This is an optimization exercise on Yosys and OpenROAD, whose aim is small area, a short achievable clock period and few clock cycles, not a production implementation.
In this exercise RTL edits were held to simulation tests only and were not proved equivalent to the original.
Power and IR drop assume default switching activity.

==> inputs of run a <==
Design rasterizer, start of the top module:
module rasterizer(
        input wire CLK,
        input wire RST,
        input wire START,
        output wire READY,
        input wire [15:0] V0X,
        input wire [15:0] V0Y,
        input wire [15:0] C0,
        input wire [15:0] V1X,
        input wire [15:0] V1Y,
        input wire [15:0] C1,
        input wire [15:0] V2X,
        input wire [15:0] V2Y,
        input wire [15:0] C2,
        output reg [15:0] COLOR,
        output reg [9:0] PX,
        output reg [7:0] PY,
        output reg VALID,
        output reg DONE
);
clock: 12.0 ns
lec_check: 0
cap_margin: 20
core_margin: 2
core_utilization: 40
slew_margin: 20
run.sh (not shown) runs the stock make flow with config.mk's settings and CLKGATE_MAP_FILE= SYNTH_SCRIPT=/design/flow/synth_recipe.tcl, a recipe that flattens the netlist after the stock synthesis.
==> inputs of run b, as changes to run a <==
--- a/flow/design.v
+++ b/flow/design.v
@@ -85,79 +85,86 @@
             2'd0: a3sel = A1;
             2'd1: a3sel = A2;
             default: a3sel = A3;
         endcase
     end
     wire signed [17:0] a3sum = a3sel + (a3sel <<< 1);
     reg signed [15:0] ma, mb;
-    reg signed [23:0] plo, phi;
-    reg op_v, m1_v;
-    reg [2:0] op_n, m1_n;
-    wire signed [8:0] mb_lo = {1'b0, mb[7:0]};
-    wire signed [7:0] mb_hi = mb[15:8];
+    reg signed [19:0] q0, q1, q2, q3;
+    reg op_v, m1_v, m2_v;
+    reg [2:0] op_n, m1_n, m2_n;
+    wire signed [4:0] mb0 = {1'b0, mb[3:0]};
+    wire signed [4:0] mb1 = {1'b0, mb[7:4]};
+    wire signed [4:0] mb2 = {1'b0, mb[11:8]};
+    wire signed [3:0] mb3 = mb[15:12];
     always @(posedge CLK) begin
-        plo <= ma * mb_lo;
-        phi <= ma * mb_hi;
+        q0 <= ma * mb0;
+        q1 <= ma * mb1;
+        q2 <= ma * mb2;
+        q3 <= ma * mb3;
     end
-    wire signed [24:0] pterm = (plo >>> 6) + (phi <<< 2);
-    reg signed [24:0] acc_in;
-    wire signed [24:0] acc_sum = acc_in + pterm;
+    wire [6:0] low6 = q0[5:0] + {q1[1:0], 4'd0};
+    wire signed [24:0] t0 = q0 >>> 6;
+    wire signed [24:0] t1 = q1 >>> 2;
+    wire signed [24:0] t2 = q2 <<< 2;
+    wire signed [24:0] t3 = q3 <<< 6;
+    wire signed [24:0] t4 = {24'd0, low6[6]};
+    reg signed [24:0] pt;                 
+    always @(posedge CLK) pt <= t0 + t1 + t2 + t3 + t4;
     reg signed [24:0] e1, e2, e3;         
     reg signed [24:0] r1, r2, r3;         
     reg [8:0] rem;                        
     reg [7:0] rows;                       
     reg seen;                             
     reg [9:0] cx;                         
     reg [7:0] cy;                         
     reg [15:0] k0, k1, k2;                
-    always @(*) begin
-        case (m1_n)
-            3'd1: acc_in = e1;
-            3'd3: acc_in = e2;
-            3'd5: acc_in = e3;
-            default: acc_in = 25'sd0;
-        endcase
-    end
+    wire walking = state == S_WALK;
+    wire signed [24:0] rs1 = r1 + (walking ? {{9{B1[15]}}, B1} : pt);
+    wire signed [24:0] rs2 = r2 + (walking ? {{9{B2[15]}}, B2} : pt);
+    wire signed [24:0] rs3 = r3 + (walking ? {{9{B3[15]}}, B3} : pt);
     wire signed [24:0] e1a = e1 + A1, e1b = e1 + (A1 <<< 1), e1c = e1 + A1x3, e1d = e1 + (A1 <<< 2);
     wire signed [24:0] e2a = e2 + A2, e2b = e2 + (A2 <<< 1), e2c = e2 + A2x3, e2d = e2 + (A2 <<< 2);
     wire signed [24:0] e3a = e3 + A3, e3b = e3 + (A3 <<< 1), e3c = e3 + A3x3, e3d = e3 + (A3 <<< 2);
     wire in0 = (rem > 9'd0) && !e1[24] && !e2[24] && !e3[24];
     wire in1 = (rem > 9'd1) && !e1a[24] && !e2a[24] && !e3a[24];
     wire in2 = (rem > 9'd2) && !e1b[24] && !e2b[24] && !e3b[24];
     wire in3 = (rem > 9'd3) && !e1c[24] && !e2c[24] && !e3c[24];
     wire any_in = in0 | in1 | in2 | in3;
     wire [1:0] kf = in0 ? 2'd0 : in1 ? 2'd1 : in2 ? 2'd2 : 2'd3;
     wire span_end = kf == 2'd0 ? !in1 : kf == 2'd1 ? !in2 : kf == 2'd2 ? !in3 : (rem == 9'd4);
     wire leave_row = seen ? (!in0 || span_end) : (any_in ? span_end : (rem <= 9'd4));
     wire last_row = rows == 8'd1;
+    wire [9:0] cx1 = cx + 10'd1, cx2 = cx + 10'd2, cx3 = cx + 10'd3, cx4 = cx + 10'd4;
+    wire [8:0] rm1 = rem - 9'd1, rm2 = rem - 9'd2, rm3 = rem - 9'd3, rm4 = rem - 9'd4;
     reg pa_v, pa_done;                    
     reg [9:0] pa_x;
     reg [7:0] pa_y;
     reg [15:0] pa_e1, pa_e2, pa_e3;
     reg pb_v, pb_done;                    
     reg [9:0] pb_x;
     reg [7:0] pb_y;
     reg [7:0] w0, w1, w2;
     reg pc_v, pc_done;                    
     reg [9:0] pc_x;
     reg [7:0] pc_y;
-    reg [13:0] rs01, gs01, ls01;
-    reg [12:0] rs2, gs2, ls2;
+    reg [12:0] rp0, rp1, rp2, gp0, gp1, gp2, lp0, lp1, lp2;
     reg pc_al;
     always @(posedge CLK) begin
         if (!full) begin
             v0x <= V0X; v0y <= V0Y; v1x <= V1X; v1y <= V1Y; v2x <= V2X; v2y <= V2Y;
             c0 <= C0; c1 <= C1; c2 <= C2;
         end
         full_d <= full;
         pa_v <= 1'b0;
         pa_done <= 1'b0;
         ma <= opa;
         mb <= coef;
         m1_v <= op_v; m1_n <= op_n;
+        m2_v <= m1_v; m2_n <= m1_n;
         op_v <= 1'b0;
         case (state)
             S_IDLE: if (go) begin
                 mcnt <= 3'd0;
                 state <= S_MUL;
             end
             S_MUL: begin
@@ -191,25 +198,30 @@
                 end else begin
                     op_v <= 1'b1;
                     op_n <= mcnt;
                     mcnt <= mcnt + 3'd1;
                     if (mcnt == 3'd5) state <= S_WAIT;
                 end
             end
-            S_WAIT: if (m1_v && m1_n == 3'd5) begin
+            S_WAIT: if (m2_v && m2_n == 3'd5) begin
                 state <= S_WALK;
                 rem <= wbox;
                 seen <= 1'b0;
                 cx <= xmin_i;
                 cy <= ymin_i;
             end
             default: begin   
                 if (!(seen && !in0) && any_in) begin
                     pa_v <= 1'b1;
-                    pa_x <= cx + kf;
+                    case (kf)
+                        2'd0: pa_x <= cx;
+                        2'd1: pa_x <= cx1;
+                        2'd2: pa_x <= cx2;
+                        default: pa_x <= cx3;
+                    endcase
                     pa_y <= cy;
                     case (kf)
                         2'd0: begin pa_e1 <= e1[21:6];  pa_e2 <= e2[21:6];  pa_e3 <= e3[21:6];  end
                         2'd1: begin pa_e1 <= e1a[21:6]; pa_e2 <= e2a[21:6]; pa_e3 <= e3a[21:6]; end
                         2'd2: begin pa_e1 <= e1b[21:6]; pa_e2 <= e2b[21:6]; pa_e3 <= e3b[21:6]; end
                         default: begin pa_e1 <= e1c[21:6]; pa_e2 <= e2c[21:6]; pa_e3 <= e3c[21:6]; end
                     endcase
@@ -221,52 +233,60 @@
                             mcnt <= 3'd0;
                             state <= S_MUL;
                         end else begin
                             state <= S_IDLE;
                         end
                     end
                     rows <= rows - 8'd1;
-                    e1 <= r1 + B1; e2 <= r2 + B2; e3 <= r3 + B3;
-                    r1 <= r1 + B1; r2 <= r2 + B2; r3 <= r3 + B3;
+                    e1 <= rs1; e2 <= rs2; e3 <= rs3;
+                    r1 <= rs1; r2 <= rs2; r3 <= rs3;
                     cx <= xmin_i;
                     cy <= cy + 8'd1;
                     rem <= wbox + 9'd1;
                     seen <= 1'b0;
                 end else if (any_in) begin
                     seen <= 1'b1;
                     case (kf)
                         2'd0: begin e1 <= e1a; e2 <= e2a; e3 <= e3a; end
                         2'd1: begin e1 <= e1b; e2 <= e2b; e3 <= e3b; end
                         2'd2: begin e1 <= e1c; e2 <= e2c; e3 <= e3c; end
                         default: begin e1 <= e1d; e2 <= e2d; e3 <= e3d; end
                     endcase
-                    cx <= cx + kf + 10'd1;
-                    rem <= rem - kf - 9'd1;
+                    case (kf)
+                        2'd0: begin cx <= cx1; rem <= rm1; end
+                        2'd1: begin cx <= cx2; rem <= rm2; end
+                        2'd2: begin cx <= cx3; rem <= rm3; end
+                        default: begin cx <= cx4; rem <= rm4; end
+                    endcase
                 end else begin
                     e1 <= e1d; e2 <= e2d; e3 <= e3d;
-                    cx <= cx + 10'd4;
-                    rem <= rem - 9'd4;
+                    cx <= cx4;
+                    rem <= rm4;
                 end
             end
         endcase
-        if (m1_v) begin
-            case (m1_n[2:1])
-                2'd0: begin e1 <= acc_sum; r1 <= acc_sum; end
-                2'd1: begin e2 <= acc_sum; r2 <= acc_sum; end
-                default: begin e3 <= acc_sum; r3 <= acc_sum; end
+        if (state == S_MUL && mcnt == 3'd0) begin
+            r1 <= 25'sd0; r2 <= 25'sd0; r3 <= 25'sd0;
+        end
+        if (m2_v) begin
+            case (m2_n[2:1])
+                2'd0: begin e1 <= rs1; r1 <= rs1; end
+                2'd1: begin e2 <= rs2; r2 <= rs2; end
+                default: begin e3 <= rs3; r3 <= rs3; end
             endcase
         end
         if (state == S_MUL && (mcnt == 3'd5 || (mcnt == 3'd1 && bb_h == 8'd0))) full <= 1'b0;
         else if (!full && START) full <= 1'b1;
         if (RST) begin
             full <= 1'b0;
             full_d <= 1'b0;
             state <= S_IDLE;
             op_v <= 1'b0;
             m1_v <= 1'b0;
+            m2_v <= 1'b0;
             pa_v <= 1'b0;
             pa_done <= 1'b0;
         end
     end
     function [7:0] wsh(input [15:0] a, input [4:0] d);
         reg [21:0] t;
         begin
@@ -274,17 +294,17 @@
             wsh = t[7:0];
         end
     endfunction
     wire [4:0] R0 = k0[15:11], G0 = k0[10:6], L0 = k0[5:1];
     wire [4:0] R1 = k1[15:11], G1 = k1[10:6], L1 = k1[5:1];
     wire [4:0] R2 = k2[15:11], G2 = k2[10:6], L2 = k2[5:1];
     wire [9:0] aacc = (k0[0] ? w0 : 8'd0) + (k1[0] ? w1 : 8'd0) + (k2[0] ? w2 : 8'd0);
-    wire [14:0] racc = rs01 + rs2;
-    wire [14:0] gacc = gs01 + gs2;
-    wire [14:0] lacc = ls01 + ls2;
+    wire [14:0] racc = rp0 + rp1 + rp2;
+    wire [14:0] gacc = gp0 + gp1 + gp2;
+    wire [14:0] lacc = lp0 + lp1 + lp2;
     wire [4:0] rout = (racc[14:11] != 4'd0) ? 5'd31 : racc[10:6];
     wire [4:0] gout = (gacc[14:11] != 4'd0) ? 5'd31 : gacc[10:6];
     wire [4:0] lout = (lacc[14:11] != 4'd0) ? 5'd31 : lacc[10:6];
     always @(posedge CLK) begin
         pb_v <= pa_v;
         pb_done <= pa_done;
         pb_x <= pa_x;
@@ -292,20 +312,17 @@
         w0 <= wsh(pa_e1, dsh);
         w1 <= wsh(pa_e2, dsh);
         w2 <= wsh(pa_e3, dsh);
         pc_v <= pb_v;
         pc_done <= pb_done;
         pc_x <= pb_x;
         pc_y <= pb_y;
-        rs01 <= R0 * w0 + R1 * w1;
-        gs01 <= G0 * w0 + G1 * w1;
-        ls01 <= L0 * w0 + L1 * w1;
-        rs2 <= R2 * w2;
-        gs2 <= G2 * w2;
-        ls2 <= L2 * w2;
+        rp0 <= R0 * w0; rp1 <= R1 * w1; rp2 <= R2 * w2;
+        gp0 <= G0 * w0; gp1 <= G1 * w1; gp2 <= G2 * w2;
+        lp0 <= L0 * w0; lp1 <= L1 * w1; lp2 <= L2 * w2;
         pc_al <= aacc >= 10'd32;
         VALID <= pc_v;
         DONE <= pc_done;
         PX <= pc_x;
         PY <= pc_y;
         COLOR <= {rout, gout, lout, pc_al};
         if (RST) begin
==> flow/flow/run.sh (new file) <==
#!/bin/bash
set -euo pipefail
bash standard.sh SETUP_SLACK_MARGIN=7.5 finish > standard.log 2>&1
==> flow/standard.sh (new file) <==
#!/bin/bash
# synth_recipe.tcl (not shown) runs the flow's synth.tcl, then flattens the netlist and writes it again
# the make line also repeats each setting of config.mk as NAME=value (left out here)
make -C /OpenROAD-flow-scripts/flow DESIGN_CONFIG=/design/flow/config.mk WORK_HOME=/design/flow/orfs CLKGATE_MAP_FILE= SYNTH_SCRIPT=/design/flow/synth_recipe.tcl "${@:-finish}"
removed: flow/run.sh
==> qor.txt <==
Psw: 11.5 mW
Number of tapcells: 2688
Capturing point of the worst reg2reg path: rem[6]$_DFFE_PP_
Syn-to-layout area delta: 22.5%
Run status: timing/DRC/antenna clean
Met1 capacity usage during global routing: 33.3%
Multi-input comb cells: 6664
Layout non-clock buf frac: 8.31%
Adder-cell share of the synthesized area: 23.2%
-- figures above: run b

==> qor.txt <==
Run status: timing/DRC/antenna clean
Achievable frequency: 141 MHz
Commonest cells after routing, fill and taps aside: 807 x sky130_fd_sc_hd__ha_1, 789 x sky130_fd_sc_hd__nand2_1, 739 x sky130_fd_sc_hd__inv_1
Number of tapcells: 2656
Resize count post-CTS: 0
Syn-to-layout area delta: 10.7%
Capturing point of the worst reg2reg path: cx[9]$_DFFE_PP_
Met3 wire len: 22100 µm
Multi-input comb cells: 6548
Layout non-clock buf frac: 2.83%
Clock Tree Root: sky130_fd_sc_hd__clkbuf_16
Top Ports: 184
Adder-cell share of the synthesized area: 24.4%
Final number of hold-violating endpoints: 0
Psw: 14.4 mW
-- figures above: run a

Testbench counts of run a, summed over its fixed seeds: cycles 25,516.
Testbench counts of run b, summed over its fixed seeds: cycles 25,990.

## re-timing with driven ports
In the flow no input, the clock included, has a driving cell. The finished layouts below were timed again as built, in two steps.
Step 1 assumes that a clkbuf_16 drives the clock port and a buf_2 every other input.
Step 2 times the ports against the registers' clock, not the clock port: input delays grow and output delays shrink by t, the midpoint of the rising clock arrivals with the driver on.
Slacks: ideal / step 1 / step 2; pairs: ideal / step 1.
run	shift t [ns]	setup WS [ns]	worst setup path at the end
run a	0.865	4.885 / 4.885 / 4.885	register to register
run b	0.887	6.765 / 6.765 / 6.765	register to register
After both steps setup and hold are still met in every run listed.
